This is an optimization exercise on Yosys and OpenROAD, whose aim is small area, a short achievable clock period and few clock cycles per item, not a production implementation.
No functional check of the RTL was part of any run shown here.

===== flow/design.v =====
module CordicAccelerator(
  input         clock,
  input         reset,
  input         cmd_valid,
  output        cmd_ready,
  input  [6:0]  cmd_funct,
  input  [4:0]  cmd_rd,
  input  [63:0] cmd_rs1,
  input  [63:0] cmd_rs2,
  output        resp_valid,
  input         resp_ready,
  output [4:0]  resp_rd,
  output [63:0] resp_data,
  output        busy
);
  function [31:0] addc(input [31:0] a, input [31:0] b, input c);
    reg [31:0] g, p, gg, pp, gn, pn;
    integer k, l;
    begin
      g = a & b;
      p = a ^ b;
      gg = g;
      pp = p;
      gg[0] = g[0] | (p[0] & c);
      pp[0] = 1'b0;
      gg[1] = g[1] | (p[1] & ~(~a[0] | ~b[0])) | (p[1] & p[0] & c);
      pp[1] = 1'b0;
      for (l = 0; l < 5; l = l + 1) begin
        gn = gg;
        pn = pp;
        for (k = 2; k < 32; k = k + 1)
          if (k[l]) begin
            gn[k] = gg[k] | (pp[k] & gg[((k >> l) << l) - 1]);
            pn[k] = pp[k] & pp[((k >> l) << l) - 1];
          end
        gg = gn;
        pp = pn;
      end
      addc = p ^ {gg[30:0], c};
    end
  endfunction
  function [31:0] suby(input [31:0] a, input [31:0] b, input m);
    reg [31:0] g, p, gg, pp, gn, pn;
    integer k, l;
    begin
      g = a & (~b | {32{m}});
      p = ~(a ^ (b & ~{32{m}}));
      gg = g;
      pp = p;
      gg[0] = g[0] | p[0];
      pp[0] = 1'b0;
      gg[1] = g[1] | (p[1] & a[0] & (~b[0] | m)) | (p[1] & p[0]);
      pp[1] = 1'b0;
      for (l = 0; l < 5; l = l + 1) begin
        gn = gg;
        pn = pp;
        for (k = 2; k < 32; k = k + 1)
          if (k[l]) begin
            gn[k] = gg[k] | (pp[k] & gg[((k >> l) << l) - 1]);
            pn[k] = pp[k] & pp[((k >> l) << l) - 1];
          end
        gg = gn;
        pp = pn;
      end
      suby = p ^ {gg[30:0], 1'b1};
    end
  endfunction
  wire recirc;    
  wire [31:0] res;
  wire [4:0] end_rd;
  wire take;      
  assign cmd_ready = take;
  wire accept = cmd_valid & take;
  wire [31:0] z0 = cmd_rs2[31:0];
  wire z0_fits = (z0[31:17] == {15{z0[31]}});
  wire [17:0] zc0 = z0_fits ? z0[17:0] : {z0[31], {17{~z0[31]}}};
  wire d1 = z0[31];
  wire [17:0] zs2 = zc0 + (d1 ? 18'd51472 : -18'd51472);
  wire [16:0] z3 = (zs2[17:16] == {2{zs2[17]}}) ? zs2[16:0] : {zs2[17], {16{~zs2[17]}}};
  wire d6 = z0[31] ? ($signed(z0) < -32'sd51472) : ($signed(z0) < 32'sd51472);
  wire [31:0] x4 = cmd_rs1[31:0];
  wire [31:0] ng7 = ~cmd_rs1[31:0] + 32'd1;
  wire [31:0] yt5 = d1 ? (d6 ? ng7 : ~ng7) : (d6 ? cmd_rs1[31:0] : ~cmd_rs1[31:0]);
  wire c2_8 = $signed(z0) < 32'sd81858;
  wire c2_9 = $signed(z0) < 32'sd21086;
  wire c2_10 = $signed(z0) < -32'sd21086;
  wire c2_11 = $signed(z0) < -32'sd81858;
  wire d12 = z0[31] ? (d6 ? c2_11 : c2_10) : (d6 ? c2_9 : c2_8);
  reg [31:0] p1_x, p1_y;
  reg [17:0] p1_z;
  reg p1_d1, p1_d2;
  reg [4:0] p1_rd;
  reg p1_fn, p1_dn, p1_v;
  always @(posedge clock) begin
    if (reset) p1_v <= 1'b0;
    else p1_v <= accept | recirc;
    p1_x <= recirc ? res : x4;
    p1_y <= recirc ? {32{~d6}} : yt5;
    p1_z <= zc0;
    p1_rd <= recirc ? end_rd : cmd_rd;
    p1_fn <= ~recirc & cmd_funct[0];
    p1_dn <= recirc;
    p1_d1 <= d6;
    p1_d2 <= d12;
  end
  wire [18:0] zk13 = p1_z[17] ? (p1_d1 ? (p1_d2 ? 19'sd97913 : 19'sd65803) : (p1_d2 ? 19'sd37141 : 19'sd5031)) : (p1_d1 ? (p1_d2 ? -19'sd5031 : -19'sd37141) : (p1_d2 ? -19'sd65803 : -19'sd97913));
  wire [18:0] zs14 = {p1_z[17], p1_z} + zk13;
  wire [31:0] ys17 = $signed(p1_y) >>> 1;
  wire [31:0] xs18 = $signed(p1_x) >>> 1;
  wire [31:0] x15 = addc(p1_x, ys17, ~p1_d1);
  wire [31:0] xg20 = xs18 & {32{~p1_dn}};
  wire [31:0] u19 = suby(p1_y, xs18, p1_dn);
  wire [31:0] yt16 = u19 ^ {32{p1_d1 ^ p1_d2}};
  reg [31:0] p2_x, p2_y;
  reg [4:0] p2_rd;
  reg p2_fn, p2_dn, p2_v;
  reg p2_d;
  reg [18:0] p2_z;
  always @(posedge clock) begin
    if (reset) p2_v <= 1'b0;
    else p2_v <= p1_v;
    p2_x <= x15;
    p2_y <= yt16;
    p2_rd <= p1_rd;
    p2_fn <= p1_fn;
    p2_dn <= p1_dn;
    p2_d <= p1_d2;
    p2_z <= zs14;
  end
  wire [18:0] zs21 = p2_z + (p2_z[18] ? 19'd8150 : -19'd8150);
  wire [13:0] z22 = (zs21[18:13] == {6{zs21[18]}}) ? zs21[13:0] : {zs21[18], {13{~zs21[18]}}};
  wire [31:0] ys25 = $signed(p2_y) >>> 2;
  wire [31:0] xs26 = $signed(p2_x) >>> 2;
  wire [31:0] x23 = addc(p2_x, ys25, ~p2_d);
  wire [31:0] xg28 = xs26 & {32{~p2_dn}};
  wire [31:0] u27 = suby(p2_y, xs26, p2_dn);
  wire [31:0] yt24 = u27 ^ {32{p2_d ^ p2_z[18]}};
  reg [31:0] p3_x, p3_y;
  reg [4:0] p3_rd;
  reg p3_fn, p3_dn, p3_v;
  reg p3_d;
  reg [13:0] p3_z;
  always @(posedge clock) begin
    if (reset) p3_v <= 1'b0;
    else p3_v <= p2_v;
    p3_x <= x23;
    p3_y <= yt24;
    p3_rd <= p2_rd;
    p3_fn <= p2_fn;
    p3_dn <= p2_dn;
    p3_d <= p2_z[18];
    p3_z <= z22;
  end
  wire [13:0] zs29 = p3_z + (p3_z[13] ? 14'd4091 : -14'd4091);
  wire [12:0] z30 = (zs29[13:12] == {2{zs29[13]}}) ? zs29[12:0] : {zs29[13], {12{~zs29[13]}}};
  wire [31:0] ys33 = $signed(p3_y) >>> 3;
  wire [31:0] xs34 = $signed(p3_x) >>> 3;
  wire [31:0] x31 = addc(p3_x, ys33, ~p3_d);
  wire [31:0] xg36 = xs34 & {32{~p3_dn}};
  wire [31:0] u35 = suby(p3_y, xs34, p3_dn);
  wire [31:0] yt32 = u35 ^ {32{p3_d ^ p3_z[13]}};
  reg [31:0] p4_x, p4_y;
  reg [4:0] p4_rd;
  reg p4_fn, p4_dn, p4_v;
  reg p4_d;
  reg [12:0] p4_z;
  always @(posedge clock) begin
    if (reset) p4_v <= 1'b0;
    else p4_v <= p3_v;
    p4_x <= x31;
    p4_y <= yt32;
    p4_rd <= p3_rd;
    p4_fn <= p3_fn;
    p4_dn <= p3_dn;
    p4_d <= p3_z[13];
    p4_z <= z30;
  end
  wire [12:0] zs37 = p4_z + (p4_z[12] ? 13'd2047 : -13'd2047);
  wire [11:0] z38 = (zs37[12:11] == {2{zs37[12]}}) ? zs37[11:0] : {zs37[12], {11{~zs37[12]}}};
  wire [31:0] ys41 = $signed(p4_y) >>> 4;
  wire [31:0] xs42 = $signed(p4_x) >>> 4;
  wire [31:0] x39 = addc(p4_x, ys41, ~p4_d);
  wire [31:0] xg44 = xs42 & {32{~p4_dn}};
  wire [31:0] u43 = suby(p4_y, xs42, p4_dn);
  wire [31:0] yt40 = u43 ^ {32{p4_d ^ p4_z[12]}};
  reg [31:0] p5_x, p5_y;
  reg [4:0] p5_rd;
  reg p5_fn, p5_dn, p5_v;
  reg p5_d;
  reg [11:0] p5_z;
  always @(posedge clock) begin
    if (reset) p5_v <= 1'b0;
    else p5_v <= p4_v;
    p5_x <= x39;
    p5_y <= yt40;
    p5_rd <= p4_rd;
    p5_fn <= p4_fn;
    p5_dn <= p4_dn;
    p5_d <= p4_z[12];
    p5_z <= z38;
  end
  wire [11:0] zs45 = p5_z + (p5_z[11] ? 12'd1024 : -12'd1024);
  wire [10:0] z46 = (zs45[11:10] == {2{zs45[11]}}) ? zs45[10:0] : {zs45[11], {10{~zs45[11]}}};
  wire [31:0] ys49 = $signed(p5_y) >>> 5;
  wire [31:0] xs50 = $signed(p5_x) >>> 5;
  wire [31:0] x47 = addc(p5_x, ys49, ~p5_d);
  wire [31:0] xg52 = xs50 & {32{~p5_dn}};
  wire [31:0] u51 = suby(p5_y, xs50, p5_dn);
  wire [31:0] yt48 = u51 ^ {32{p5_d ^ p5_z[11]}};
  reg [31:0] p6_x, p6_y;
  reg [4:0] p6_rd;
  reg p6_fn, p6_dn, p6_v;
  reg p6_d;
  reg [10:0] p6_z;
  always @(posedge clock) begin
    if (reset) p6_v <= 1'b0;
    else p6_v <= p5_v;
    p6_x <= x47;
    p6_y <= yt48;
    p6_rd <= p5_rd;
    p6_fn <= p5_fn;
    p6_dn <= p5_dn;
    p6_d <= p5_z[11];
    p6_z <= z46;
  end
  wire [10:0] zs53 = p6_z + (p6_z[10] ? 11'd512 : -11'd512);
  wire [9:0] z54 = (zs53[10:9] == {2{zs53[10]}}) ? zs53[9:0] : {zs53[10], {9{~zs53[10]}}};
  wire [31:0] ys57 = $signed(p6_y) >>> 6;
  wire [31:0] xs58 = $signed(p6_x) >>> 6;
  wire [31:0] x55 = addc(p6_x, ys57, ~p6_d);
  wire [31:0] xg60 = xs58 & {32{~p6_dn}};
  wire [31:0] u59 = suby(p6_y, xs58, p6_dn);
  wire [31:0] yt56 = u59 ^ {32{p6_d ^ p6_z[10]}};
  reg [31:0] p7_x, p7_y;
  reg [4:0] p7_rd;
  reg p7_fn, p7_dn, p7_v;
  reg p7_d;
  reg [9:0] p7_z;
  always @(posedge clock) begin
    if (reset) p7_v <= 1'b0;
    else p7_v <= p6_v;
    p7_x <= x55;
    p7_y <= yt56;
    p7_rd <= p6_rd;
    p7_fn <= p6_fn;
    p7_dn <= p6_dn;
    p7_d <= p6_z[10];
    p7_z <= z54;
  end
  wire [9:0] zs61 = p7_z + (p7_z[9] ? 10'd256 : -10'd256);
  wire [8:0] z62 = (zs61[9:8] == {2{zs61[9]}}) ? zs61[8:0] : {zs61[9], {8{~zs61[9]}}};
  wire [31:0] ys65 = $signed(p7_y) >>> 7;
  wire [31:0] xs66 = $signed(p7_x) >>> 7;
  wire [31:0] x63 = addc(p7_x, ys65, ~p7_d);
  wire [31:0] xg68 = xs66 & {32{~p7_dn}};
  wire [31:0] u67 = suby(p7_y, xs66, p7_dn);
  wire [31:0] yt64 = u67 ^ {32{p7_d ^ p7_z[9]}};
  reg [31:0] p8_x, p8_y;
  reg [4:0] p8_rd;
  reg p8_fn, p8_dn, p8_v;
  reg p8_d;
  reg [8:0] p8_z;
  always @(posedge clock) begin
    if (reset) p8_v <= 1'b0;
    else p8_v <= p7_v;
    p8_x <= x63;
    p8_y <= yt64;
    p8_rd <= p7_rd;
    p8_fn <= p7_fn;
    p8_dn <= p7_dn;
    p8_d <= p7_z[9];
    p8_z <= z62;
  end
  wire [8:0] zs69 = p8_z + (p8_z[8] ? 9'd128 : -9'd128);
  wire [7:0] z70 = (zs69[8:7] == {2{zs69[8]}}) ? zs69[7:0] : {zs69[8], {7{~zs69[8]}}};
  wire [31:0] ys73 = $signed(p8_y) >>> 8;
  wire [31:0] xs74 = $signed(p8_x) >>> 8;
  wire [31:0] x71 = addc(p8_x, ys73, ~p8_d);
  wire [31:0] xg76 = xs74 & {32{~p8_dn}};
  wire [31:0] u75 = suby(p8_y, xs74, p8_dn);
  wire [31:0] yt72 = u75 ^ {32{p8_d ^ p8_z[8]}};
  reg [31:0] p9_x, p9_y;
  reg [4:0] p9_rd;
  reg p9_fn, p9_dn, p9_v;
  reg p9_d;
  reg [7:0] p9_z;
  always @(posedge clock) begin
    if (reset) p9_v <= 1'b0;
    else p9_v <= p8_v;
    p9_x <= x71;
    p9_y <= yt72;
    p9_rd <= p8_rd;
    p9_fn <= p8_fn;
    p9_dn <= p8_dn;
    p9_d <= p8_z[8];
    p9_z <= z70;
  end
  wire [7:0] zs77 = p9_z + (p9_z[7] ? 8'd64 : -8'd64);
  wire [6:0] z78 = (zs77[7:6] == {2{zs77[7]}}) ? zs77[6:0] : {zs77[7], {6{~zs77[7]}}};
  wire [31:0] ys81 = $signed(p9_y) >>> 9;
  wire [31:0] xs82 = $signed(p9_x) >>> 9;
  wire [31:0] x79 = addc(p9_x, ys81, ~p9_d);
  wire [31:0] xg84 = xs82 & {32{~p9_dn}};
  wire [31:0] u83 = suby(p9_y, xs82, p9_dn);
  wire [31:0] yt80 = u83 ^ {32{p9_d ^ p9_z[7]}};
  reg [31:0] p10_x, p10_y;
  reg [4:0] p10_rd;
  reg p10_fn, p10_dn, p10_v;
  reg p10_d;
  reg [6:0] p10_z;
  always @(posedge clock) begin
    if (reset) p10_v <= 1'b0;
    else p10_v <= p9_v;
    p10_x <= x79;
    p10_y <= yt80;
    p10_rd <= p9_rd;
    p10_fn <= p9_fn;
    p10_dn <= p9_dn;
    p10_d <= p9_z[7];
    p10_z <= z78;
  end
  wire [6:0] zs85 = p10_z + (p10_z[6] ? 7'd32 : -7'd32);
  wire [5:0] z86 = (zs85[6:5] == {2{zs85[6]}}) ? zs85[5:0] : {zs85[6], {5{~zs85[6]}}};
  wire [31:0] ys89 = $signed(p10_y) >>> 10;
  wire [31:0] xs90 = $signed(p10_x) >>> 10;
  wire [31:0] x87 = addc(p10_x, ys89, ~p10_d);
  wire [31:0] xg92 = xs90 & {32{~p10_dn}};
  wire [31:0] u91 = suby(p10_y, xs90, p10_dn);
  wire [31:0] yt88 = u91 ^ {32{p10_d ^ p10_z[6]}};
  reg [31:0] p11_x, p11_y;
  reg [4:0] p11_rd;
  reg p11_fn, p11_dn, p11_v;
  reg p11_d;
  reg [5:0] p11_z;
  always @(posedge clock) begin
    if (reset) p11_v <= 1'b0;
    else p11_v <= p10_v;
    p11_x <= x87;
    p11_y <= yt88;
    p11_rd <= p10_rd;
    p11_fn <= p10_fn;
    p11_dn <= p10_dn;
    p11_d <= p10_z[6];
    p11_z <= z86;
  end
  wire [5:0] zs93 = p11_z + (p11_z[5] ? 6'd16 : -6'd16);
  wire [4:0] z94 = (zs93[5:4] == {2{zs93[5]}}) ? zs93[4:0] : {zs93[5], {4{~zs93[5]}}};
  wire [31:0] ys97 = $signed(p11_y) >>> 11;
  wire [31:0] xs98 = $signed(p11_x) >>> 11;
  wire [31:0] x95 = addc(p11_x, ys97, ~p11_d);
  wire [31:0] xg100 = xs98 & {32{~p11_dn}};
  wire [31:0] u99 = suby(p11_y, xs98, p11_dn);
  wire [31:0] yt96 = u99 ^ {32{p11_d ^ p11_z[5]}};
  reg [31:0] p12_x, p12_y;
  reg [4:0] p12_rd;
  reg p12_fn, p12_dn, p12_v;
  reg p12_d;
  reg [4:0] p12_z;
  always @(posedge clock) begin
    if (reset) p12_v <= 1'b0;
    else p12_v <= p11_v;
    p12_x <= x95;
    p12_y <= yt96;
    p12_rd <= p11_rd;
    p12_fn <= p11_fn;
    p12_dn <= p11_dn;
    p12_d <= p11_z[5];
    p12_z <= z94;
  end
  wire [4:0] zs101 = p12_z + (p12_z[4] ? 5'd8 : -5'd8);
  wire [3:0] z102 = (zs101[4:3] == {2{zs101[4]}}) ? zs101[3:0] : {zs101[4], {3{~zs101[4]}}};
  wire [31:0] ys105 = $signed(p12_y) >>> 12;
  wire [31:0] xs106 = $signed(p12_x) >>> 12;
  wire [31:0] x103 = addc(p12_x, ys105, ~p12_d);
  wire [31:0] xg108 = xs106 & {32{~p12_dn}};
  wire [31:0] u107 = suby(p12_y, xs106, p12_dn);
  wire [31:0] yt104 = u107 ^ {32{p12_d ^ p12_z[4]}};
  reg [31:0] p13_x, p13_y;
  reg [4:0] p13_rd;
  reg p13_fn, p13_dn, p13_v;
  reg p13_d;
  reg [3:0] p13_z;
  always @(posedge clock) begin
    if (reset) p13_v <= 1'b0;
    else p13_v <= p12_v;
    p13_x <= x103;
    p13_y <= yt104;
    p13_rd <= p12_rd;
    p13_fn <= p12_fn;
    p13_dn <= p12_dn;
    p13_d <= p12_z[4];
    p13_z <= z102;
  end
  wire [3:0] zs109 = p13_z + (p13_z[3] ? 4'd4 : -4'd4);
  wire [2:0] z110 = (zs109[3:2] == {2{zs109[3]}}) ? zs109[2:0] : {zs109[3], {2{~zs109[3]}}};
  wire [31:0] ys113 = $signed(p13_y) >>> 13;
  wire [31:0] xs114 = $signed(p13_x) >>> 13;
  wire [31:0] x111 = addc(p13_x, ys113, ~p13_d);
  wire [31:0] xg116 = xs114 & {32{~p13_dn}};
  wire [31:0] u115 = suby(p13_y, xs114, p13_dn);
  wire [31:0] yt112 = u115 ^ {32{p13_d ^ p13_z[3]}};
  reg [31:0] p14_x, p14_y;
  reg [4:0] p14_rd;
  reg p14_fn, p14_dn, p14_v;
  reg p14_d;
  reg [2:0] p14_z;
  always @(posedge clock) begin
    if (reset) p14_v <= 1'b0;
    else p14_v <= p13_v;
    p14_x <= x111;
    p14_y <= yt112;
    p14_rd <= p13_rd;
    p14_fn <= p13_fn;
    p14_dn <= p13_dn;
    p14_d <= p13_z[3];
    p14_z <= z110;
  end
  wire [2:0] zs117 = p14_z + (p14_z[2] ? 3'd2 : -3'd2);
  wire [1:0] z118 = (zs117[2:1] == {2{zs117[2]}}) ? zs117[1:0] : {zs117[2], {1{~zs117[2]}}};
  wire [31:0] ys121 = $signed(p14_y) >>> 14;
  wire [31:0] xs122 = $signed(p14_x) >>> 14;
  wire [31:0] x119 = addc(p14_x, ys121, ~p14_d);
  wire [31:0] xg124 = xs122 & {32{~p14_dn}};
  wire [31:0] u123 = suby(p14_y, xs122, p14_dn);
  wire [31:0] yt120 = u123 ^ {32{p14_d ^ p14_z[2]}};
  reg [31:0] p15_x, p15_y;
  reg [4:0] p15_rd;
  reg p15_fn, p15_dn, p15_v;
  reg p15_d;
  reg [1:0] p15_z;
  always @(posedge clock) begin
    if (reset) p15_v <= 1'b0;
    else p15_v <= p14_v;
    p15_x <= x119;
    p15_y <= yt120;
    p15_rd <= p14_rd;
    p15_fn <= p14_fn;
    p15_dn <= p14_dn;
    p15_d <= p14_z[2];
    p15_z <= z118;
  end
  wire [1:0] zs125 = p15_z + (p15_z[1] ? 2'd1 : -2'd1);
  wire z126 = zs125[1];
  wire [31:0] ys129 = $signed(p15_y) >>> 15;
  wire [31:0] xs130 = $signed(p15_x) >>> 15;
  wire [31:0] x127 = addc(p15_x, ys129, ~p15_d);
  wire [31:0] xg132 = xs130 & {32{~p15_dn}};
  wire [31:0] u131 = suby(p15_y, xs130, p15_dn);
  wire [31:0] yt128 = u131 ^ {32{p15_d ^ p15_z[1]}};
  reg [31:0] p16_x, p16_y;
  reg [4:0] p16_rd;
  reg p16_fn, p16_dn, p16_v;
  reg p16_d;
  reg p16_z;
  always @(posedge clock) begin
    if (reset) p16_v <= 1'b0;
    else p16_v <= p15_v;
    p16_x <= x127;
    p16_y <= yt128;
    p16_rd <= p15_rd;
    p16_fn <= p15_fn;
    p16_dn <= p15_dn;
    p16_d <= p15_z[1];
    p16_z <= z126;
  end
  wire [31:0] ys135 = $signed(p16_y) >>> 16;
  wire [31:0] xs136 = $signed(p16_x) >>> 16;
  wire [31:0] x133 = addc(p16_x, ys135, ~p16_d);
  wire [31:0] xg138 = xs136 & {32{~p16_dn}};
  wire [31:0] u137 = suby(p16_y, xs136, p16_dn);
  wire [31:0] yt134 = u137 ^ {32{p16_d ^ p16_z}};
  reg [31:0] p17_x, p17_y;
  reg [4:0] p17_rd;
  reg p17_fn, p17_dn, p17_v;
  reg p17_d;
  always @(posedge clock) begin
    if (reset) p17_v <= 1'b0;
    else p17_v <= p16_v;
    p17_x <= x133;
    p17_y <= yt134;
    p17_rd <= p16_rd;
    p17_fn <= p16_fn;
    p17_dn <= p16_dn;
    p17_d <= p16_z;
  end
  wire [31:0] ys141 = $signed(p17_y) >>> 17;
  wire [31:0] xs142 = $signed(p17_x) >>> 17;
  wire [31:0] x139 = addc(p17_x, ys141, ~p17_d);
  wire [31:0] xg144 = xs142 & {32{~p17_dn}};
  wire [31:0] u143 = suby(p17_y, xs142, p17_dn);
  wire [31:0] yt140 = u143 ^ {32{p17_d ^ p17_d}};
  reg [31:0] p18_x, p18_y;
  reg [4:0] p18_rd;
  reg p18_fn, p18_dn, p18_v;
  reg p18_d;
  always @(posedge clock) begin
    if (reset) p18_v <= 1'b0;
    else p18_v <= p17_v;
    p18_x <= x139;
    p18_y <= yt140;
    p18_rd <= p17_rd;
    p18_fn <= p17_fn;
    p18_dn <= p17_dn;
    p18_d <= p17_d;
  end
  wire [31:0] ys147 = $signed(p18_y) >>> 18;
  wire [31:0] xs148 = $signed(p18_x) >>> 18;
  wire [31:0] x145 = addc(p18_x, ys147, ~p18_d);
  wire [31:0] xg150 = xs148 & {32{~p18_dn}};
  wire [31:0] u149 = suby(p18_y, xs148, p18_dn);
  wire [31:0] yt146 = u149 ^ {32{p18_d ^ p18_d}};
  reg [31:0] p19_x, p19_y;
  reg [4:0] p19_rd;
  reg p19_fn, p19_dn, p19_v;
  reg p19_d;
  always @(posedge clock) begin
    if (reset) p19_v <= 1'b0;
    else p19_v <= p18_v;
    p19_x <= x145;
    p19_y <= yt146;
    p19_rd <= p18_rd;
    p19_fn <= p18_fn;
    p19_dn <= p18_dn;
    p19_d <= p18_d;
  end
  wire [31:0] ys153 = $signed(p19_y) >>> 19;
  wire [31:0] xs154 = $signed(p19_x) >>> 19;
  wire [31:0] x151 = addc(p19_x, ys153, ~p19_d);
  wire [31:0] xg156 = xs154 & {32{~p19_dn}};
  wire [31:0] u155 = suby(p19_y, xs154, p19_dn);
  wire [31:0] yt152 = u155 ^ {32{p19_d ^ p19_d}};
  reg [31:0] p20_x, p20_y;
  reg [4:0] p20_rd;
  reg p20_fn, p20_dn, p20_v;
  reg p20_d;
  always @(posedge clock) begin
    if (reset) p20_v <= 1'b0;
    else p20_v <= p19_v;
    p20_x <= x151;
    p20_y <= yt152;
    p20_rd <= p19_rd;
    p20_fn <= p19_fn;
    p20_dn <= p19_dn;
    p20_d <= p19_d;
  end
  wire [31:0] ys159 = $signed(p20_y) >>> 20;
  wire [31:0] xs160 = $signed(p20_x) >>> 20;
  wire [31:0] x157 = addc(p20_x, ys159, ~p20_d);
  wire [31:0] xg162 = xs160 & {32{~p20_dn}};
  wire [31:0] u161 = suby(p20_y, xs160, p20_dn);
  wire [31:0] yt158 = u161 ^ {32{p20_d ^ p20_d}};
  reg [31:0] p21_x, p21_y;
  reg [4:0] p21_rd;
  reg p21_fn, p21_dn, p21_v;
  reg p21_d;
  always @(posedge clock) begin
    if (reset) p21_v <= 1'b0;
    else p21_v <= p20_v;
    p21_x <= x157;
    p21_y <= yt158;
    p21_rd <= p20_rd;
    p21_fn <= p20_fn;
    p21_dn <= p20_dn;
    p21_d <= p20_d;
  end
  wire [31:0] ys165 = $signed(p21_y) >>> 21;
  wire [31:0] xs166 = $signed(p21_x) >>> 21;
  wire [31:0] x163 = addc(p21_x, ys165, ~p21_d);
  wire [31:0] xg168 = xs166 & {32{~p21_dn}};
  wire [31:0] u167 = suby(p21_y, xs166, p21_dn);
  wire [31:0] yt164 = u167 ^ {32{p21_d ^ p21_d}};
  reg [31:0] p22_x, p22_y;
  reg [4:0] p22_rd;
  reg p22_fn, p22_dn, p22_v;
  reg p22_d;
  always @(posedge clock) begin
    if (reset) p22_v <= 1'b0;
    else p22_v <= p21_v;
    p22_x <= x163;
    p22_y <= yt164;
    p22_rd <= p21_rd;
    p22_fn <= p21_fn;
    p22_dn <= p21_dn;
    p22_d <= p21_d;
  end
  wire [31:0] ys171 = $signed(p22_y) >>> 22;
  wire [31:0] xs172 = $signed(p22_x) >>> 22;
  wire [31:0] x169 = addc(p22_x, ys171, ~p22_d);
  wire [31:0] xg174 = xs172 & {32{~p22_dn}};
  wire [31:0] u173 = suby(p22_y, xs172, p22_dn);
  wire [31:0] yt170 = u173 ^ {32{p22_d ^ p22_d}};
  reg [31:0] p23_x, p23_y;
  reg [4:0] p23_rd;
  reg p23_fn, p23_dn, p23_v;
  reg p23_d;
  always @(posedge clock) begin
    if (reset) p23_v <= 1'b0;
    else p23_v <= p22_v;
    p23_x <= x169;
    p23_y <= yt170;
    p23_rd <= p22_rd;
    p23_fn <= p22_fn;
    p23_dn <= p22_dn;
    p23_d <= p22_d;
  end
  wire [31:0] ys177 = $signed(p23_y) >>> 23;
  wire [31:0] xs178 = $signed(p23_x) >>> 23;
  wire [31:0] x175 = addc(p23_x, ys177, ~p23_d);
  wire [31:0] xg180 = xs178 & {32{~p23_dn}};
  wire [31:0] u179 = suby(p23_y, xs178, p23_dn);
  wire [31:0] yt176 = u179 ^ {32{p23_d ^ p23_d}};
  reg [31:0] p24_x, p24_y;
  reg [4:0] p24_rd;
  reg p24_fn, p24_dn, p24_v;
  reg p24_d;
  always @(posedge clock) begin
    if (reset) p24_v <= 1'b0;
    else p24_v <= p23_v;
    p24_x <= x175;
    p24_y <= yt176;
    p24_rd <= p23_rd;
    p24_fn <= p23_fn;
    p24_dn <= p23_dn;
    p24_d <= p23_d;
  end
  wire [31:0] ys183 = $signed(p24_y) >>> 24;
  wire [31:0] xs184 = $signed(p24_x) >>> 24;
  wire [31:0] x181 = addc(p24_x, ys183, ~p24_d);
  wire [31:0] xg186 = xs184 & {32{~p24_dn}};
  wire [31:0] u185 = suby(p24_y, xs184, p24_dn);
  wire [31:0] yt182 = u185 ^ {32{p24_d ^ p24_d}};
  reg [31:0] p25_x, p25_y;
  reg [4:0] p25_rd;
  reg p25_fn, p25_dn, p25_v;
  reg p25_d;
  always @(posedge clock) begin
    if (reset) p25_v <= 1'b0;
    else p25_v <= p24_v;
    p25_x <= x181;
    p25_y <= yt182;
    p25_rd <= p24_rd;
    p25_fn <= p24_fn;
    p25_dn <= p24_dn;
    p25_d <= p24_d;
  end
  wire [31:0] ys189 = $signed(p25_y) >>> 25;
  wire [31:0] xs190 = $signed(p25_x) >>> 25;
  wire [31:0] x187 = addc(p25_x, ys189, ~p25_d);
  wire [31:0] xg192 = xs190 & {32{~p25_dn}};
  wire [31:0] u191 = suby(p25_y, xs190, p25_dn);
  wire [31:0] yt188 = u191 ^ {32{p25_d ^ p25_d}};
  reg [31:0] p26_x, p26_y;
  reg [4:0] p26_rd;
  reg p26_fn, p26_dn, p26_v;
  reg p26_d;
  always @(posedge clock) begin
    if (reset) p26_v <= 1'b0;
    else p26_v <= p25_v;
    p26_x <= x187;
    p26_y <= yt188;
    p26_rd <= p25_rd;
    p26_fn <= p25_fn;
    p26_dn <= p25_dn;
    p26_d <= p25_d;
  end
  wire [31:0] ys195 = $signed(p26_y) >>> 26;
  wire [31:0] xs196 = $signed(p26_x) >>> 26;
  wire [31:0] x193 = addc(p26_x, ys195, ~p26_d);
  wire [31:0] xg198 = xs196 & {32{~p26_dn}};
  wire [31:0] u197 = suby(p26_y, xs196, p26_dn);
  wire [31:0] yt194 = u197 ^ {32{p26_d ^ p26_d}};
  reg [31:0] p27_x, p27_y;
  reg [4:0] p27_rd;
  reg p27_fn, p27_dn, p27_v;
  reg p27_d;
  always @(posedge clock) begin
    if (reset) p27_v <= 1'b0;
    else p27_v <= p26_v;
    p27_x <= x193;
    p27_y <= yt194;
    p27_rd <= p26_rd;
    p27_fn <= p26_fn;
    p27_dn <= p26_dn;
    p27_d <= p26_d;
  end
  wire [31:0] ys201 = $signed(p27_y) >>> 27;
  wire [31:0] xs202 = $signed(p27_x) >>> 27;
  wire [31:0] x199 = addc(p27_x, ys201, ~p27_d);
  wire [31:0] xg204 = xs202 & {32{~p27_dn}};
  wire [31:0] u203 = suby(p27_y, xs202, p27_dn);
  wire [31:0] yt200 = u203 ^ {32{p27_d ^ p27_d}};
  reg [31:0] p28_x, p28_y;
  reg [4:0] p28_rd;
  reg p28_fn, p28_dn, p28_v;
  reg p28_d;
  always @(posedge clock) begin
    if (reset) p28_v <= 1'b0;
    else p28_v <= p27_v;
    p28_x <= x199;
    p28_y <= yt200;
    p28_rd <= p27_rd;
    p28_fn <= p27_fn;
    p28_dn <= p27_dn;
    p28_d <= p27_d;
  end
  wire [31:0] ys207 = $signed(p28_y) >>> 28;
  wire [31:0] xs208 = $signed(p28_x) >>> 28;
  wire [31:0] x205 = addc(p28_x, ys207, ~p28_d);
  wire [31:0] xg210 = xs208 & {32{~p28_dn}};
  wire [31:0] u209 = suby(p28_y, xs208, p28_dn);
  wire [31:0] yt206 = u209 ^ {32{p28_d ^ p28_d}};
  reg [31:0] p29_x, p29_y;
  reg [4:0] p29_rd;
  reg p29_fn, p29_dn, p29_v;
  reg p29_d;
  always @(posedge clock) begin
    if (reset) p29_v <= 1'b0;
    else p29_v <= p28_v;
    p29_x <= x205;
    p29_y <= yt206;
    p29_rd <= p28_rd;
    p29_fn <= p28_fn;
    p29_dn <= p28_dn;
    p29_d <= p28_d;
  end
  wire [31:0] ys213 = $signed(p29_y) >>> 29;
  wire [31:0] xs214 = $signed(p29_x) >>> 29;
  wire [31:0] x211 = addc(p29_x, ys213, ~p29_d);
  wire [31:0] xg216 = xs214 & {32{~p29_dn}};
  wire [31:0] u215 = suby(p29_y, xs214, p29_dn);
  wire [31:0] yt212 = u215 ^ {32{p29_d ^ p29_d}};
  reg [31:0] p30_x, p30_y;
  reg [4:0] p30_rd;
  reg p30_fn, p30_dn, p30_v;
  reg p30_d;
  always @(posedge clock) begin
    if (reset) p30_v <= 1'b0;
    else p30_v <= p29_v;
    p30_x <= x211;
    p30_y <= yt212;
    p30_rd <= p29_rd;
    p30_fn <= p29_fn;
    p30_dn <= p29_dn;
    p30_d <= p29_d;
  end
  wire [31:0] ys219 = $signed(p30_y) >>> 30;
  wire [31:0] xs220 = $signed(p30_x) >>> 30;
  wire [31:0] x217 = addc(p30_x, ys219, ~p30_d);
  wire [31:0] xg222 = xs220 & {32{~p30_dn}};
  wire [31:0] u221 = suby(p30_y, xs220, p30_dn);
  wire [31:0] yt218 = u221 ^ {32{p30_d ^ p30_d}};
  reg [31:0] p31_x, p31_y;
  reg [4:0] p31_rd;
  reg p31_fn, p31_dn, p31_v;
  reg p31_d;
  always @(posedge clock) begin
    if (reset) p31_v <= 1'b0;
    else p31_v <= p30_v;
    p31_x <= x217;
    p31_y <= yt218;
    p31_rd <= p30_rd;
    p31_fn <= p30_fn;
    p31_dn <= p30_dn;
    p31_d <= p30_d;
  end
  wire [31:0] y31 = p31_y ^ {32{~p31_d}};
  wire [31:0] exi = p31_x + 32'd1;
  wire [31:0] exn = ~p31_x + 32'd1;
  wire [31:0] exd = ~exn;   
  wire [31:0] eys = (p31_y + 32'd1) ^ {32{~p31_d}};
  wire [31:0] exs = p31_d ? exd : exi;
  assign res = p31_fn ? (p31_x[31] ? eys : y31) : (y31[31] ? exs : p31_x);
  assign end_rd = p31_rd;
  wire end_v = p31_v;
  reg [31:0] h_data;
  reg [4:0] h_rd;
  reg hv, busy_r;
  reg blocked;
  reg [4:0] wait_n;
  wire wait_0 = (wait_n == 5'd0);
  wire h_free = ~hv | resp_ready;
  wire push = end_v & h_free & (~blocked | wait_0);
  assign recirc = end_v & ~push;
  assign take = ~blocked & (~end_v | h_free);   
  wire hv_n = push | (hv & ~resp_ready);
  wire inflight_n = hv_n |
      (accept | recirc) |
      p1_v |
      p2_v |
      p3_v |
      p4_v |
      p5_v |
      p6_v |
      p7_v |
      p8_v |
      p9_v |
      p10_v |
      p11_v |
      p12_v |
      p13_v |
      p14_v |
      p15_v |
      p16_v |
      p17_v |
      p18_v |
      p19_v |
      p20_v |
      p21_v |
      p22_v |
      p23_v |
      p24_v |
      p25_v |
      p26_v |
      p27_v |
      p28_v |
      p29_v |
      p30_v;
  always @(posedge clock) begin
    if (reset) begin
      hv <= 1'b0;
      busy_r <= 1'b0;
      blocked <= 1'b0;
    end else begin
      hv <= hv_n;
      busy_r <= inflight_n;
      if (recirc & (~blocked | wait_0))
        blocked <= 1'b1;
      else if (push & blocked)
        blocked <= 1'b0;
    end
    if (recirc & (~blocked | wait_0))
      wait_n <= 5'd30;
    else
      wait_n <= wait_n - 5'd1;
    if (push) begin
      h_data <= res;
      h_rd <= end_rd;
    end
  end
  assign resp_valid = hv;
  assign resp_rd = h_rd;
  assign resp_data = {32'h0, h_data};
  assign busy = busy_r;
endmodule

===== flow/run.sh =====
#!/bin/bash
# synth_recipe.tcl (not shown) runs the flow's synth.tcl, then flattens the netlist and writes it again
# the make line also repeats each setting of config.mk as NAME=value (left out here)
make -C /OpenROAD-flow-scripts/flow DESIGN_CONFIG=/design/flow/config.mk WORK_HOME=/design/flow/orfs CLKGATE_MAP_FILE= SYNTH_SCRIPT=/design/flow/synth_recipe.tcl finish

===== flow/config.mk =====
export PLATFORM = sky130hd
export DESIGN_NAME = CordicAccelerator
export DESIGN_NICKNAME = CordicAccelerator
export VERILOG_FILES = /design/flow/design.v
export SDC_FILE = /design/flow/constraint.sdc
export NUM_CORES = 8
export LEC_CHECK = 0
export CAP_MARGIN = 20
export CORE_MARGIN = 2
export CORE_UTILIZATION = 60
export CTS_BUF_LIST = sky130_fd_sc_hd__clkbuf_8 sky130_fd_sc_hd__clkbuf_16
export CTS_CLUSTER_DIAMETER = 80
export CTS_CLUSTER_SIZE = 30
export GPL_ROUTABILITY_DRIVEN = 0
export SETUP_SLACK_MARGIN = 2.5
export SLEW_MARGIN = 20

===== flow/constraint.sdc =====
create_clock -name core_clock -period 6.0 [get_ports {clock}]
set_input_delay 1.2000 -clock core_clock [delete_from_list [all_inputs] [get_ports {clock}]]
set_output_delay 1.2000 -clock core_clock [all_outputs]
set_load 0.01 [all_outputs]

==> flow_summary.toml, run 1 <==
[die]
die_y_um = 481
initial_core_util_pct = 60.2
die_area_sq_mm = 0.231
core_sq_mm = 0.227
rows = 175
die-width_um = 481
ios = 216

[clocking]
htreeDepth = 4
clk_latency_ps = 850
cts_buffers = 140
cts.sinks = 2450
cts_tree = "built"
clkTransAtPathRegs_ps = 110
root_buffer = "clkbuf_16"
cts_buffer_depth = 3

[run]
max_cap_viol_count = 0

[global_route]
grt_max_degree = 59
first_global_vias = 97366
use_met1_pct = 35.9
grtUsageTotal_pct = 26.6
antenna_found_initial = 17
top_usage_layer = "met2"
use_met2_pct = 45.4
gr-usage-met3_pct = 2.76
grt_pass1_wl_um = 502000
grt-ovfl-total = 0

[routing]
postRouteAntennaNets = 0
wirelength_um = 315000
dr.pass1.iters = 5
drtIter0Drc = 4785
via_count = 96051
drc = 0
viasPerCell = 5.60
wl_per_cell_um = 18.4

[run_status]
status = "complete, no violations"

[sta]
worst_pin_slew_ps = 918
relSlewSlack_pct = 38.8
max_freq_mhz = 269
rsz0062_at_grt = "true"
holdWs_ps = 330
tns_ps = 0
setup_violations = 0
period_minus_slack_ps = 3720
hold_viol = 0
period_share_pct = 62.0
fin_skew_ps = 48.3
slew_viol_final = 0

[worst_setup_path]
endpoint_kind = "flip-flop"
cp_common_cell = "or3_4"
slowest_stage = "or4_4"
crit_path_start_kind = "input pin"
cp_num_buf_inv = 1
slowest_delay_ps = 470
crit_type = "in2reg"
path_max_fanout = 3
critPathTopFamily = "simple AND/OR/NAND/NOR gates"
crit_required_ps = 6700
crit_chain = "dlygate4sd2_1 -> nor2_2 -> nand2_2 -> or4_4 -> or3_4 -> or3_4 -> or3_4 -> or4_4 -> o41ai_4 -> xor2_1 -> nor2_2 -> xnor2_2"
arrival_ps = 4430

[final_layout]
layout.nets = 16369
post-route-util_pct = 66.5
fillerInstances = 18006
drive_above_1_share_pct = 7.66
final_cell_count_no_fill = 17146
syn_to_final_growth_pct = 10.5

[logic_synthesis]
yosys-top-cells-area = "dfxtp_1 35%, ha_1 18%, xnor2_1 9.8%"
syn_avg_cell_area_sq_um = 10.0
synth-seq-cells = 2450
synth_top_cell_by_area = "dfxtp_1"
async_flop_share_pct = 0
synthFlopType = "dfxtp_1"
yosysSeqAreaShare_pct = 36.2
synth_area_sq_mm = 0.136
ys_types = 83
yosysTopAreaCellShare_pct = 35.4
synth_edf_count = 37
netlist_instances = 13631
yosys_warnings = 1

[placement]
port_buffers = 113
placed_cells = 16651
dp_hpwl_um = 246000

[worst_hold_path]
hold_class = "reg2reg"
## cells by family (layout without fill, tap and decap cells)
group                      Yosys count  in the layout  share of synthesized area (%)
and+or+nand+nor                   3136           3146                           11.8
AOI/OAI and AO/OA                 2868           2868                           13.7
DFF                               2450           2450                           36.2
xor gates and xnor gates          2223           2223                           14.3
adders and majority gates         2203           2203                           21.7
buffers and inverters              729           1190                           2.10
muxes                               21             21                          0.164
other                                1             36                        0.00275
## cells in the final DEF (no fill, tap or decap), drive strengths merged, types with 25 or more instances in the layout
cell type	Yosys	final
dfxtp	2413	2413
ha	1929	1929
xnor2	1522	1522
a21oi	851	851
nor2	755	755
xor2	701	701
nand2b	645	655
a21o	653	653
inv	557	626
nand2	533	533
o21ai	462	462
fa	274	274
nor2b	273	273
buf	50	270
nor3	250	250
o21a	213	213
nand3	188	188
clkbuf	122	147
o21bai	119	119
nand4	117	117
clkdlybuf4s50	0	102
and3	98	98
a31oi	91	91
or3	71	71
and2	56	56
a21boi	47	47
o31ai	41	41
and4	39	39
nor4	38	38
edfxtp	37	37
a211oi	36	36
o41ai	36	36
or2	34	34
conb	1	32
clkinv	0	30
o31a	29	29
o211ai	25	25
a41o	25	25
## layout make-up
type	instances	area [sq um]	share of cell area (%)
clock buffers	144	3560	2.36
inverters	557	2100	1.39
diodes	4	10.0	0.00664
flip-flops and latches	2450	49600	32.9
multi-input cells	10493	87100	57.8
repair buffers	380	3310	2.19
well taps	3009	3760	2.50
clock inverters	109	1260	0.839
## cells in the mapped netlist (25+ instances only)
| master | count |
|---|---|
| buf_4 | 33 |
| a21oi_1 | 851 |
| and3_1 | 98 |
| a21o_1 | 653 |
| o211ai_1 | 25 |
| a31oi_1 | 91 |
| o31a_1 | 29 |
| nor2_1 | 755 |
| inv_1 | 556 |
| edfxtp_1 | 37 |
| nand2_1 | 533 |
| a21boi_0 | 47 |
| o21bai_1 | 119 |
| nor2b_1 | 273 |
| nand2b_1 | 645 |
| nand4_1 | 117 |
| fa_1 | 274 |
| nor4_1 | 37 |
| clkbuf_1 | 122 |
| o41ai_1 | 35 |
| nand3_1 | 188 |
| ha_1 | 1929 |
| a41o_1 | 25 |
| nor3_1 | 250 |
| xor2_1 | 701 |
| dfxtp_1 | 2413 |
| and4_1 | 39 |
| xnor2_1 | 1520 |
| o21ai_0 | 451 |
| o31ai_1 | 40 |
| or3_1 | 68 |
| a211oi_1 | 36 |
| or2_2 | 34 |
| and2_1 | 56 |
| o21a_1 | 213 |
## through the flow
stage | worst slack, ps | instance area, sq um
global route | 2230 | 151000
CTS | 2370 | 148000
detailed placement | 905 | 141000
global placement | 907 | 141000
finish | 2280 | 151000
floorplan | 1860 | 137000
## final timing paths
path / cells past startpoint / slack (ps) / end / startpoint
hold reg to reg: 0 / 330 / p28_rd[0]$_DFF_P_ / p27_rd[0]$_DFF_P_
hold / removal: 0 / 330 / p28_rd[0]$_DFF_P_ / p27_rd[0]$_DFF_P_
setup / recovery: 12 / 2280 / p1_y[29]$_DFF_P_ / cmd_rs1[1]
setup reg to reg: 14 / 2550 / p5_y[30]$_DFF_P_ / p4_dn$_DFF_P_
## repair_timing
| item | CTS | global route |
|---|---|---|
| pin swaps | 83 | 159 |
| setup endpoints to repair | 549 | 295 |
| buffers inserted | 89 | 137 |
| resized for setup | 324 | 337 |
| hold endpoints to repair | 0 | 0 |
| hold buffers | 0 | 0 |
| cloned | 6 | 5 |
## metal layers
metal | routed length, um | vias up
met5 | 78 | -
met4 | 8410 | 12
met3 | 10800 | 432
met2 | 148000 | 1491
met1 | 148000 | 45874
li1 | - | 48242
==> run 2: changes to the inputs <==
--- a/flow/config.mk
+++ b/flow/config.mk
@@ -14,3 +14,3 @@
 export GPL_ROUTABILITY_DRIVEN = 0
-export SETUP_SLACK_MARGIN = 2.5
+export SETUP_SLACK_MARGIN = 2.7
 export SLEW_MARGIN = 20
==> run 2 against run 1 <==
Compared with the run above: still clean on timing, DRC and antenna; sequential cell count unchanged; sequential share of layout area down 0.98 points; synthesized cell count unchanged; final cell count up 1.3%; wire length up 3.3%; global-route usage up 0.56 points; register-to-register slack worse by 50 ps; maximum frequency down 0.17%; critical endpoint is now p1_y[31]$_DFF_P_; highest routed layer unchanged.
==> flow_summary.toml, run 2 <==
[sta]
tns_ps = 0
setup_violations = 0
rsz0062_at_grt = "true"
worst_pin_slew_ps = 935
period_share_pct = 62.1
holdWs_ps = 314
period_minus_slack_ps = 3730
fin_skew_ps = 43.1
max_freq_mhz = 268
slew_viol_final = 0
hold_viol = 0
relSlewSlack_pct = 37.0

[worst_setup_path]
path_max_fanout = 4
crit_type = "in2reg"
r2r_setup_slack_ps = 2500
worstReg2RegEnd = "p4_y[31]$_DFF_P_"
crit_required_ps = 6750
endpoint_kind = "flip-flop"
arrival_ps = 4480
crit_path_start_kind = "input pin"
reg2reg_depth = 15
reg2reg_from = "p3_dn$_DFF_P_"

[final_layout]
layout.nets = 16592
fillerInstances = 17495
syn_to_final_growth_pct = 14.2
final_common_cell = "dfxtp_1"
final_cell_mix = "2284 x dfxtp_1, 1791 x ha_1, 1502 x xnor2_1"
drive_above_1_share_pct = 12.0
final_area_sq_mm = 0.156

[logic_synthesis]
yosys-top-cells-area = "dfxtp_1 35%, ha_1 18%, xnor2_1 9.8%"
synth_top_cell_by_area = "dfxtp_1"
netlist_instances = 13631
synth-seq-cells = 2450
synth_edf_count = 37
yosysTopAreaCellShare_pct = 35.4
synthFlopType = "dfxtp_1"
syn_avg_cell_area_sq_um = 10.0
ys_types = 83
yosysSeqAreaShare_pct = 36.2
synth_area_sq_mm = 0.136
yosys_warnings = 1
async_flop_share_pct = 0
synthTopCellsByCount = "2413 x dfxtp_1, 1929 x ha_1, 1520 x xnor2_1"
yosysMostFrequentCell = "dfxtp_1"

[die]
core_sq_mm = 0.227
rows = 175
initial_core_util_pct = 60.2
die_area_sq_mm = 0.231
die_y_um = 481
die-width_um = 481
ios = 216

[global_route]
grt_pass1_wl_um = 511000
grt-ovfl-total = 0
top_usage_layer = "met2"
antenna_found_initial = 15
use_met2_pct = 45.6
gr-usage-met3_pct = 2.99
grt_max_degree = 59
grtUsageTotal_pct = 27.2
first_global_vias = 98421
use_met1_pct = 37.3

[clocking]
clkTransAtPathRegs_ps = 110
cts_buffer_depth = 3
root_buffer = "clkbuf_16"
cts_buffers = 139
cts.sinks = 2450
clk_latency_ps = 870
cts_tree = "built"
htreeDepth = 4
cts_hold_buf = 0

[routing]
wl_per_cell_um = 18.8
via_count = 97623
drtIter0Drc = 4756
viasPerCell = 5.62
wirelength_um = 326000
postRouteAntennaNets = 0
dr.pass1.iters = 5
drc = 0

[worst_hold_path]
hold_class = "reg2reg"
min-delay-start = "p6_z[1]$_DFF_P_"
min_path_cells = 0
min_to = "p7_z[1]$_DFF_P_"

[placement]
port_buffers = 113
dp_hpwl_um = 246000
postPlaceCellArea_sq_mm = 0.141

[run]
max_cap_viol_count = 0

[run_status]
status = "complete, no violations"
==> run 2: cell counts after synthesis <==
Identical to the previous run, type by type.
==> run 2: final cells by class <==
type / count / area, sq um / share of cell area [%]
multi-input cells: 10497 / 90200 / 57.9
flip-flops and latches: 2450 / 49700 / 31.9
repair buffers: 600 / 5080 / 3.26
well taps: 3009 / 3760 / 2.42
clock buffers: 147 / 3590 / 2.30
inverters: 557 / 2100 / 1.35
clock inverters: 107 / 1280 / 0.825
diodes: 3 / 7.51 / 0.00482
==> run 2: stage by stage <==
step,std cells,utilization [%],setup WS (ps)
4_1_cts,17155,66.5,2330
3_5_place_dp,16650,62.4,895
5_1_grt,17369,68.7,2220
2_1_floorplan,13662,-,1860
6_report,17370,68.7,2270
3_3_place_gp,16650,62.4,926
==> run 2: cells by family after synthesis <==
group / after synthesis / share of synthesized area [%]
adders and majority gates: 2203 / 21.7
DFF: 2450 / 36.2
xor gates and xnor gates: 2223 / 14.3
buffers and inverters: 729 / 2.10
AOI/OAI and AO/OA: 2868 / 13.7
muxes: 21 / 0.164
and+or+nand+nor: 3136 / 11.8
other: 1 / 0.00275
==> run 2: metal layers <==
layer | vias to the layer above | part of all wire, %
met5 | - | 0.032
met3 | 457 | 3.7
met1 | 46858 | 47
li1 | 48678 | -
met2 | 1614 | 47
met4 | 16 | 2.5
==> run 2: repair_timing <==
action,CTS,global route
pin swaps,208,421
resized for setup,579,669
setup buffers,238,209
setup endpoints to repair,757,409
gates cloned,13,2
==> run 2: how the worst max path moves through the flow <==
stage                     from                to  slack, ps  cells after the start
global route        cmd_rs1[4]  p1_y[31]$_DFF_P_       2220                     12
detailed placement  cmd_rs1[4]  p1_y[29]$_DFF_P_        900                     12
CTS                 cmd_rs1[4]  p1_y[31]$_DFF_P_       2330                     12
floorplan           cmd_rs1[4]  p1_y[29]$_DFF_P_       1860                     11
global placement    cmd_rs1[4]  p1_y[29]$_DFF_P_        930                     12
finish              cmd_rs1[0]  p1_y[31]$_DFF_P_       2270                     12
==> run 2: worst max-delay path: stages <==
cell,delay [ps]
dlygate4sd2_1,300
nor2_2,150
nand2_2,120
or4_4,450
or3_4,360
or3_4,370
or3_4,350
or4_4,480
o31ai_4,250
xor2_1,190
nor2_1,90
xnor2_2,180

-- static timing again, ports no longer ideal --
How much do the figures lean on ideal ports? The routed layouts below were timed once more, with nothing changed but the port constraints. Step 1, drivers: a clkbuf_16 drives clock and a buf_2 each remaining input, both assumed. Step 2 adds t to the input delays and takes it off the output delays; t is the mean of the earliest and latest rising clock arrival at the registers after step 1. Input paths then give back, and output paths get back, about the clock's delay inside the block. a / b / c = ideal / step 1 / step 2; a / b = the first two.
run | shift t [ns] | slack for setup (ns) | worst data-port slew with drivers (ns) | pins driven straight from the clock port
run 1 | 0.924 | 2.278 / 2.335 / 1.411 | 0.15 | 1
run 2 | 0.940 | 2.271 / 2.324 / 1.384 | 0.17 | 1
After both steps every run listed still meets setup and hold. For run 2, which loses most, drivers alone change the setup slack by +0.053 ns; drivers and shift together by -0.887 ns.
